From an optimization exercise on the open Yosys and OpenROAD flow, aimed at small area; shortcuts taken in it are not production practice.
Where RTL was checked, it was by simulation tests only, not by an equivalence proof against the original.

== main ==
// pipelined_processor
module pipelined_processor(
  input wire clk,
  input wire rst,
  input wire [15:0] input_reg,
  output reg [15:0] output_reg,
  output wire [10:0] imem_addr,
  input wire [15:0] imem_rdata,
  output wire dmem_re,
  output wire [10:0] dmem_raddr,
  input wire [15:0] dmem_rdata,
  output wire dmem_we,
  output wire [10:0] dmem_waddr,
  output wire [15:0] dmem_wdata
);
  reg [10:0] pc;
  reg [4:0]  opD;         
  reg [10:0] fD;
  reg [4:0]  opE;         
  reg [10:0] fE;
  reg        jmpE;        
  reg        mulE;        
  reg [10:0] breg;        
  reg [15:0] T;           
  reg [15:0] U;           
  reg [10:0] fW;          
  reg        weW;         
  reg        dblW;        
  reg        stW;         
  reg        mviW;        
  reg [15:0] W0;          
  reg [15:0] W1;          
  reg        pV;          
  reg [2:0]  pA;
  reg [15:0] pD;
  reg [127:0] rf;        
  reg [7:0]  rfv;         
  assign imem_addr = pc;
  wire jfD = (opD == 5'b10011) & T[fD[7:4]];
  wire holdD = jfD | (opD == 5'b11111);
  wire [10:0] pcinc;
  wire [11:0] ic;
  assign ic[0] = 1'b1;
  genvar k;
  generate
    for (k = 0; k < 11; k = k + 1) begin : g_inc
      assign pcinc[k] = pc[k] ^ ic[k];
      assign ic[k+1] = pc[k] & ic[k];
    end
  endgenerate
  always @(posedge clk or posedge rst) begin
    if (rst) begin
      pc <= 11'd0;
      opD <= 5'd0;
      opE <= 5'd0;
      jmpE <= 1'b0;
      mulE <= 1'b0;
    end else begin
      if (!holdD) pc <= jmpE ? breg : pcinc;
      opD <= jmpE ? 5'd0 : imem_rdata[15:11];
      opE <= jmpE ? 5'd0 : opD;
      jmpE <= ~jmpE & jfD;
      mulE <= ~jmpE & (opD == 5'b00001);
    end
  end
  always @(posedge clk) begin
    fD <= jmpE ? 11'd0 : imem_rdata[10:0];
    fE <= jmpE ? 11'd0 : fD;
    breg <= fW;
  end
  ...
Size in the first run: ~3800 cells after synthesis, about 310 flip-flops, roughly 120 I/O pins.
clock: 50.0 ns
lec_check: 0
abc_area: 1
cap_margin: 20
core_margin: 2
core_utilization: 40
slew_margin: 20
standard.sh (not shown) runs the stock make flow with config.mk's settings and CLKGATE_MAP_FILE= SYNTH_SCRIPT=/design/flow/synth_recipe.tcl, a recipe that flattens the netlist after the stock synthesis.
==> flow/flow/run.sh <==
#!/bin/bash
set -o pipefail
export BUFFER_PORTS_ARGS="-buffer_cell sky130_fd_sc_hd__buf_1"
export CTS_ARGS="-sink_clustering_enable -repair_clock_nets -dont_use_dummy_load -sink_clustering_size 25 -sink_clustering_max_diameter 80 -buf_list sky130_fd_sc_hd__clkbuf_16"
bash standard.sh > standard.log 2>&1
Having completed the whole flow, main delivered a layout that passed the timing, DRC and antenna checks.
Changes in the feature branch relative to main:
--- a/flow/design.v
+++ b/flow/design.v
@@ -79,13 +79,12 @@
     end
   endgenerate
   assign prod[31] = hk[15];
 endmodule
 module ALU (
     input  wire [4:0]  opcode,
-    input  wire        mul,         
     input  wire [15:0] a,           
     input  wire [15:0] b,           
     input  wire [7:0]  imm,         
     input  wire [15:0] flags,       
     input  wire [15:0] input_reg,
     input  wire [15:0] dmem_rdata,
@@ -111,13 +110,13 @@
     end
   endgenerate
   wire cout = ac[16];
   wire ovf = (a[15] == bb[15]) & (sum[15] ^ a[15]);
   wire [31:0] prod;
   wire [15:0] quo;
-  muldiv md (.mode(mul), .a(a), .b(b), .prod(prod), .quo(quo));
+  muldiv md (.mode(opcode == 5'b00001), .a(a), .b(b), .prod(prod), .quo(quo));
   wire [15:0] mask = 16'h0001 << bp;
   wire bit_in = input_reg[bp];
   wire bz = (b == 16'h0000);
   reg common;
   wire zero = (r0 == 16'h0000);
   always @* begin
@@ -191,13 +190,12 @@
   reg [10:0] pc;
   reg [4:0]  opD;         
   reg [10:0] fD;
   reg [4:0]  opE;         
   reg [10:0] fE;
   reg        jmpE;        
-  reg        mulE;        
   reg [10:0] breg;        
   reg [15:0] T;           
   reg [15:0] U;           
   reg [10:0] fW;          
   reg        weW;         
   reg        dblW;        
@@ -226,19 +224,17 @@
   always @(posedge clk or posedge rst) begin
     if (rst) begin
       pc <= 11'd0;
       opD <= 5'd0;
       opE <= 5'd0;
       jmpE <= 1'b0;
-      mulE <= 1'b0;
     end else begin
       if (!holdD) pc <= jmpE ? breg : pcinc;
       opD <= jmpE ? 5'd0 : imem_rdata[15:11];
       opE <= jmpE ? 5'd0 : opD;
       jmpE <= ~jmpE & jfD;
-      mulE <= ~jmpE & (opD == 5'b00001);
     end
   end
   always @(posedge clk) begin
     fD <= jmpE ? 11'd0 : imem_rdata[10:0];
     fE <= jmpE ? 11'd0 : fD;
     breg <= fW;
@@ -262,13 +258,13 @@
   wire [15:0] b = (weW & (rdW == rs2)) ? W0 : rb;
   assign dmem_re = (opE == 5'b10100);
   assign dmem_raddr = ra[10:0];
   wire [15:0] r0, r1, nf;
   wire fen, we0, dbl;
   ALU alu (
-    .opcode(opE), .mul(mulE), .a(a), .b(b), .imm(fE[7:0]), .flags(U),
+    .opcode(opE), .a(a), .b(b), .imm(fE[7:0]), .flags(U),
     .input_reg(input_reg), .dmem_rdata(dmem_rdata),
     .r0(r0), .r1(r1), .nf(nf), .fen(fen), .we0(we0), .dbl(dbl)
   );
   always @(posedge clk or posedge rst) begin
     if (rst) begin
       T <= 16'h0000;
## What came out
Post-layout instance count excluding filler cells of main is on par with the feature branch. Global-route usage delta for the feature branch relative to main: 0.49 points lower. Relative to main, the total of flip-flops plus latches after synthesis measured on the feature branch has decreased slightly. The feature branch vs main on setup slack: the feature branch is the higher one. The feature branch gives less area growth from synthesis to final layout than main did. Note that the number of signal-net buffers in the layout recorded for the feature branch amounts to 0.946 times the value seen in main. Fraction of the cycle the final worst path needs: lower on the feature branch.
The RTL of main was laid out without a check of its function.

The RTL this note starts from:
==> flow/design.v <==
module muldiv #(parameter LA = 8, parameter LAMIN = 8) (
    input  wire        mode,    
    input  wire [15:0] a,
    input  wire [15:0] b,
    output wire [31:0] prod,
    output wire [15:0] quo
);
  wire [15:0] x = mode ? a : ~b;
  wire [15:0] row [0:16];
  wire [15:0] tbits, cbits;
  wire [15:0] bz;
  assign bz[15] = 1'b1;
  genvar s, j;
  generate
    for (s = 14; s >= 0; s = s - 1) begin : g_bz
      assign bz[s] = bz[s+1] & ~b[s+1];
    end
  endgenerate
  assign row[0] = 16'h0000;
  generate
    for (s = 0; s < 16; s = s + 1) begin : g_row
      wire g = b[15-s] | ~mode;
      wire [16:0] c;
      wire [15:0] xin, sm, o;
      assign c[0] = ~mode;
      assign xin[0] = a[15-s] & ~mode;
      for (j = 1; j < 16; j = j + 1) begin : g_in
        assign xin[j] = row[s][j-1];
      end
      for (j = 0; j < 16; j = j + 1) begin : g_cell
        wire op = x[j] & g;
        assign sm[j] = xin[j] ^ op ^ c[j];
        if ((j % LA) == (LA - 1) && j <= s && s >= LAMIN) begin : g_la
          wire [LA-1:0] gg, pp;
          genvar i;
          for (i = 0; i < LA; i = i + 1) begin : g_gp
            assign gg[i] = xin[j-LA+1+i] & x[j-LA+1+i] & g;
            assign pp[i] = xin[j-LA+1+i] | (x[j-LA+1+i] & g);
          end
          reg G;
          integer m;
          always @* begin
            G = 1'b0;
            for (m = 0; m < LA; m = m + 1) G = gg[m] | (pp[m] & G);
          end
          assign c[j+1] = G | ((&pp) & c[j-LA+1]);
        end else begin : g_rc
          assign c[j+1] = (xin[j] & op) | (xin[j] & c[j]) | (op & c[j]);
        end
      end
      wire q = c[s+1] & bz[s];
      assign quo[15-s] = q;
      wire sel = mode | q;
      for (j = 0; j < 16; j = j + 1) begin : g_out
        if (j <= s && s < 15) begin : g_mux
          assign o[j] = sel ? sm[j] : xin[j];
        end else begin : g_nomux
          assign o[j] = sm[j];
        end
      end
      assign row[s+1] = o;
      assign tbits[15-s] = row[s][15];
      assign cbits[15-s] = c[16];
    end
  endgenerate
  assign prod[15:0] = row[16];
  wire [15:0] hk;
  assign hk[0] = 1'b0;
  generate
    for (j = 0; j < 15; j = j + 1) begin : g_hi
      assign prod[16+j] = tbits[j] ^ cbits[j] ^ hk[j];
      assign hk[j+1] = (tbits[j] & cbits[j]) | (tbits[j] & hk[j]) | (cbits[j] & hk[j]);
    end
  endgenerate
  assign prod[31] = hk[15];
endmodule
module ALU (
    input  wire [4:0]  opcode,
    input  wire [15:0] a,           
    input  wire [15:0] b,           
    input  wire [7:0]  imm,         
    input  wire [15:0] flags,       
    input  wire [15:0] input_reg,
    input  wire [15:0] dmem_rdata,
    output reg  [15:0] r0,          
    output reg  [15:0] r1,          
    output reg  [15:0] nf,          
    output reg         fen,         
    output reg         we0,         
    output reg         dbl          
);
  wire [3:0] bp = imm[7:4];
  wire is_sub = (opcode == 5'b00010) | (opcode == 5'b01001);
  wire is_inc = (opcode == 5'b01000);
  wire [15:0] bb = is_inc ? 16'h0000 : (is_sub ? ~b : b);
  wire [16:0] ac;
  wire [15:0] sum;
  assign ac[0] = is_sub | is_inc;
  genvar j;
  generate
    for (j = 0; j < 16; j = j + 1) begin : g_add
      assign sum[j] = a[j] ^ bb[j] ^ ac[j];
      assign ac[j+1] = (a[j] & bb[j]) | (a[j] & ac[j]) | (bb[j] & ac[j]);
    end
  endgenerate
  wire cout = ac[16];
  wire ovf = (a[15] == bb[15]) & (sum[15] ^ a[15]);
  wire [31:0] prod;
  wire [15:0] quo;
  muldiv md (.mode(opcode == 5'b00001), .a(a), .b(b), .prod(prod), .quo(quo));
  wire [15:0] mask = 16'h0001 << bp;
  wire bit_in = input_reg[bp];
  wire bz = (b == 16'h0000);
  reg common;
  always @* begin
    r0 = a;
    r1 = 16'h0000;
    fen = 1'b0;
    we0 = 1'b0;
    dbl = 1'b0;
    common = 1'b0;
    nf = flags;
    case (opcode)
      5'b11001: begin r0 = sum; fen = 1'b1; we0 = 1'b1; common = 1'b1;
                  nf[0] = cout; nf[1] = ovf; end
      5'b00010: begin r0 = sum; fen = 1'b1; we0 = 1'b1; common = 1'b1;
                  nf[0] = ~cout; nf[1] = ovf; end
      5'b01001: begin r0 = sum; fen = 1'b1; common = 1'b1;
                  nf[0] = ~cout; nf[2] = cout & (sum != 16'h0000); end
      5'b01000: begin r0 = sum; fen = 1'b1; we0 = 1'b1; common = 1'b1;
                  nf[0] = cout; nf[1] = ovf; end
      5'b00001: begin r0 = prod[15:0]; r1 = prod[31:16]; fen = 1'b1; we0 = 1'b1;
                  dbl = 1'b1; nf[0] = 1'b0; end
      5'b00011: begin r0 = quo; fen = 1'b1; we0 = 1'b1; common = ~bz;
                  if (bz) nf[1] = 1'b1; end
      5'b00100: begin r0 = ~a; fen = 1'b1; we0 = 1'b1; common = 1'b1; end
      5'b00101: begin r0 = a & b; fen = 1'b1; we0 = 1'b1; common = 1'b1; end
      5'b00110:  begin r0 = a | b; fen = 1'b1; we0 = 1'b1; common = 1'b1; end
      5'b00111: begin r0 = a ^ b; fen = 1'b1; we0 = 1'b1; common = 1'b1; end
      5'b01010:  begin r0 = {a[0], a[15:1]}; fen = 1'b1; we0 = 1'b1; common = 1'b1; end
      5'b01011:  begin r0 = {a[14:0], a[15]}; fen = 1'b1; we0 = 1'b1; common = 1'b1; end
      5'b01100: begin r0 = a | mask; fen = 1'b1; we0 = 1'b1; common = 1'b1; end
      5'b01101: begin r0 = a & ~mask; fen = 1'b1; we0 = 1'b1; common = 1'b1; end
      5'b01110: begin r0 = a ^ mask; fen = 1'b1; we0 = 1'b1; common = 1'b1; end
      5'b01111: begin fen = 1'b1; nf[bp] = 1'b1; end
      5'b10000: begin fen = 1'b1; nf[bp] = 1'b0; end
      5'b10001: begin fen = 1'b1; nf[bp] = ~flags[bp]; end
      5'b11110: begin fen = 1'b1; nf[4] = bit_in; end
      5'b10110: begin r0 = {a[15:8], imm}; we0 = 1'b1; end
      5'b10111: begin r0 = {imm, a[7:0]}; we0 = 1'b1; end
      5'b11000: begin r0 = a; we0 = 1'b1; end
      5'b10101: begin r0 = a; r1 = b; end
      5'b10100: begin r0 = dmem_rdata; we0 = 1'b1; dbl = 1'b1; end
      5'b11101: begin r0 = input_reg; we0 = 1'b1; end
      default: ;
    endcase
    if (opcode == 5'b00010 || opcode == 5'b01001) nf[3] = (sum == 16'h0000);
    if (common) begin
      nf[7] = (r0 == 16'h0000);
      nf[6] = r0[15];
      nf[5] = ~^r0;
    end
  end
endmodule
`timescale 1ps/1ps
module pipelined_processor(
  input wire clk,
  input wire rst,
  input wire [15:0] input_reg,
  output reg [15:0] output_reg,
  output wire [10:0] imem_addr,
  input wire [15:0] imem_rdata,
  output wire dmem_re,
  output wire [10:0] dmem_raddr,
  input wire [15:0] dmem_rdata,
  output wire dmem_we,
  output wire [10:0] dmem_waddr,
  output wire [15:0] dmem_wdata
);
  reg [10:0] pc;
  reg [4:0]  opD;         
  reg [10:0] fD;
  reg [4:0]  opE;         
  reg [10:0] fE;
  reg        jmpE;        
  reg [10:0] breg;        
  reg [15:0] T;           
  reg [15:0] U;           
  reg [10:0] fW;          
  reg        weW;         
  reg        dblW;        
  reg        stW;         
  reg        mviW;        
  reg [15:0] W0;          
  reg [15:0] W1;          
  reg        pV;          
  reg [2:0]  pA;
  reg [15:0] pD;
  reg [127:0] rf;        
  reg [7:0]  rfv;         
  assign imem_addr = pc;
  wire jfD = (opD == 5'b10011) & T[fD[7:4]];
  wire holdD = jfD | (opD == 5'b11111);
  wire [10:0] baddr = jfD ? fW : breg;
  wire [10:0] pcinc;
  wire [11:0] ic;
  assign ic[0] = 1'b1;
  genvar k;
  generate
    for (k = 0; k < 11; k = k + 1) begin : g_inc
      assign pcinc[k] = pc[k] ^ ic[k];
      assign ic[k+1] = pc[k] & ic[k];
    end
  endgenerate
  always @(posedge clk or posedge rst) begin
    if (rst) begin
      pc <= 11'd0;
      opD <= 5'd0;
      opE <= 5'd0;
      jmpE <= 1'b0;
    end else begin
      if (!holdD) pc <= jmpE ? baddr : pcinc;
      opD <= jmpE ? 5'd0 : imem_rdata[15:11];
      opE <= jmpE ? 5'd0 : opD;
      jmpE <= ~jmpE & jfD;
    end
  end
  always @(posedge clk) begin
    fD <= jmpE ? 11'd0 : imem_rdata[10:0];
    fE <= jmpE ? 11'd0 : fD;
    if (jfD) breg <= fW;
  end
  wire rdsrc = (opE == 5'b01100) | (opE == 5'b01101) | (opE == 5'b01110) |
               (opE == 5'b10110) | (opE == 5'b10111);
  wire [2:0] rs1 = rdsrc ? fE[10:8] : fE[7:5];
  wire [2:0] rs2 = fE[4:2];
  wire [2:0] rdW = mviW ? fW[7:5] : fW[10:8];
  reg [15:0] ra, rb;
  integer i;
  always @* begin
    ra = 16'h0000;
    rb = 16'h0000;
    for (i = 0; i < 8; i = i + 1) begin
      ra = ra | ({16{rfv[i] & (rs1 == i)}} & rf[16*i +: 16]);
      rb = rb | ({16{rfv[i] & (rs2 == i)}} & rf[16*i +: 16]);
    end
  end
  wire [15:0] a = (weW & (rdW == rs1)) ? W0 : ra;
  wire [15:0] b = (weW & (rdW == rs2)) ? W0 : rb;
  assign dmem_re = (opE == 5'b10100);
  assign dmem_raddr = ra[10:0];
  wire [15:0] r0, r1, nf;
  wire fen, we0, dbl;
  ALU alu (
    .opcode(opE), .a(a), .b(b), .imm(fE[7:0]), .flags(U),
    .input_reg(input_reg), .dmem_rdata(dmem_rdata),
    .r0(r0), .r1(r1), .nf(nf), .fen(fen), .we0(we0), .dbl(dbl)
  );
  always @(posedge clk or posedge rst) begin
    if (rst) begin
      T <= 16'h0000;
      weW <= 1'b0;
      dblW <= 1'b0;
      stW <= 1'b0;
      mviW <= 1'b0;
      output_reg <= 16'h0000;
      pV <= 1'b0;
      rfv <= 8'h00;
    end else begin
      if (fen) T <= nf;
      if (!jmpE) begin
        weW <= we0;
        dblW <= dbl;
        stW <= (opE == 5'b10101);
        mviW <= (opE == 5'b11101);
      end
      if (opE == 5'b11100) output_reg <= a;
      pV <= dblW;
      if (weW) rfv[rdW] <= 1'b1;
      if (pV) rfv[pA] <= 1'b1;
    end
  end
  always @(posedge clk) begin
    U <= T;
    if (!jmpE) begin
      fW <= fE;
      W0 <= r0;
      W1 <= r1;
    end
    pA <= rdW + 3'd1;
    pD <= W1;
  end
  always @(posedge clk) begin
    for (i = 0; i < 8; i = i + 1) begin
      if (weW && rdW == i) rf[16*i +: 16] <= W0;
      else if (pV && pA == i) rf[16*i +: 16] <= pD;
    end
  end
  assign dmem_we = stW;
  assign dmem_waddr = W0[10:0];
  assign dmem_wdata = W1;
endmodule
export LEC_CHECK = 0
export ABC_AREA = 1
export CAP_MARGIN = 20
export CORE_MARGIN = 2
export CORE_UTILIZATION = 40
export SLEW_MARGIN = 20
create_clock -name core_clock -period 50.0 [get_ports {clk}]
run.sh (not shown) runs the stock make flow with config.mk's settings and CLKGATE_MAP_FILE= SYNTH_SCRIPT=/design/flow/synth_recipe.tcl, a recipe that flattens the netlist after the stock synthesis.
Stock flow here: none of the scripts above is used.
The first run went through all stages and came out clean.
==> next run, changes <==
--- a/flow/design.v
+++ b/flow/design.v
@@ -266,37 +266,37 @@
       output_reg <= 16'h0000;
       pV <= 1'b0;
       rfv <= 8'h00;
     end else begin
       if (fen) T <= nf;
-      if (!jmpE) begin
-        weW <= we0;
-        dblW <= dbl;
-        stW <= (opE == 5'b10101);
-        mviW <= (opE == 5'b11101);
-      end
+      weW <= ~jmpE & we0;
+      dblW <= ~jmpE & dbl;
+      if (!jmpE) stW <= (opE == 5'b10101);
+      mviW <= (opE == 5'b11101);
       if (opE == 5'b11100) output_reg <= a;
       pV <= dblW;
       if (weW) rfv[rdW] <= 1'b1;
       if (pV) rfv[pA] <= 1'b1;
     end
   end
   always @(posedge clk) begin
     U <= T;
+    fW <= fE;
+    W0[15:11] <= r0[15:11];
     if (!jmpE) begin
-      fW <= fE;
-      W0 <= r0;
+      W0[10:0] <= r0[10:0];
       W1 <= r1;
     end
     pA <= rdW + 3'd1;
     pD <= W1;
   end
+  wire [7:0] s0 = weW ? (8'h01 << rdW) : 8'h00;
+  wire [7:0] s1 = pV ? ((8'h01 << pA) & ~s0) : 8'h00;
   always @(posedge clk) begin
-    for (i = 0; i < 8; i = i + 1) begin
-      if (weW && rdW == i) rf[16*i +: 16] <= W0;
-      else if (pV && pA == i) rf[16*i +: 16] <= pD;
-    end
+    for (i = 0; i < 8; i = i + 1)
+      rf[16*i +: 16] <= ({16{s0[i]}} & W0) | ({16{s1[i]}} & pD) |
+                        ({16{~(s0[i] | s1[i])}} & rf[16*i +: 16]);
   end
   assign dmem_we = stW;
   assign dmem_waddr = W0[10:0];
   assign dmem_wdata = W1;
 endmodule
Outcome: The new run finished with timing, DRC and antenna clean; core utilization is about the same; routed wire length increases by 1.6%; final cell count increases by 1.7%; non-clock buffer count decreases by 6; global-route usage increases by 1.1 points; worst hold slack stays flat; synthesized area decreases by 1.8%; maximum frequency is about the same.
No functional check of the RTL was part of the first run of this note.

[afterwards: timing with drivers on the ports]
In the flow no input, the clock included, has a driving cell. The finished layouts below were timed again as built, in two steps.
Step 1 sets driving cells, clkbuf_16 on the clock port and buf_2 on the other inputs (assumed; they add their load-dependent delay and slew).
Step 2 times the ports against the registers' clock, not the clock port: input delays grow and output delays shrink by t, the midpoint of the rising clock arrivals with the driver on.
Slacks: ideal ports / drivers / drivers and shift; pairs: ideal ports / drivers.
run	shift t [ns]	setup WS [ns]	worst setup path at the end	pins driven straight from the clock port
main	0.598	2.702 / 2.702 / 2.702	register to register	1
the feature branch	0.605	3.061 / 3.061 / 3.061	register to register	1
the first run of note 2	0.625	2.839 / 2.839 / 2.839	register to register	1
the second run of note 2	0.617	2.892 / 2.892 / 2.892	register to register	1
After both steps every run listed still meets setup and hold.
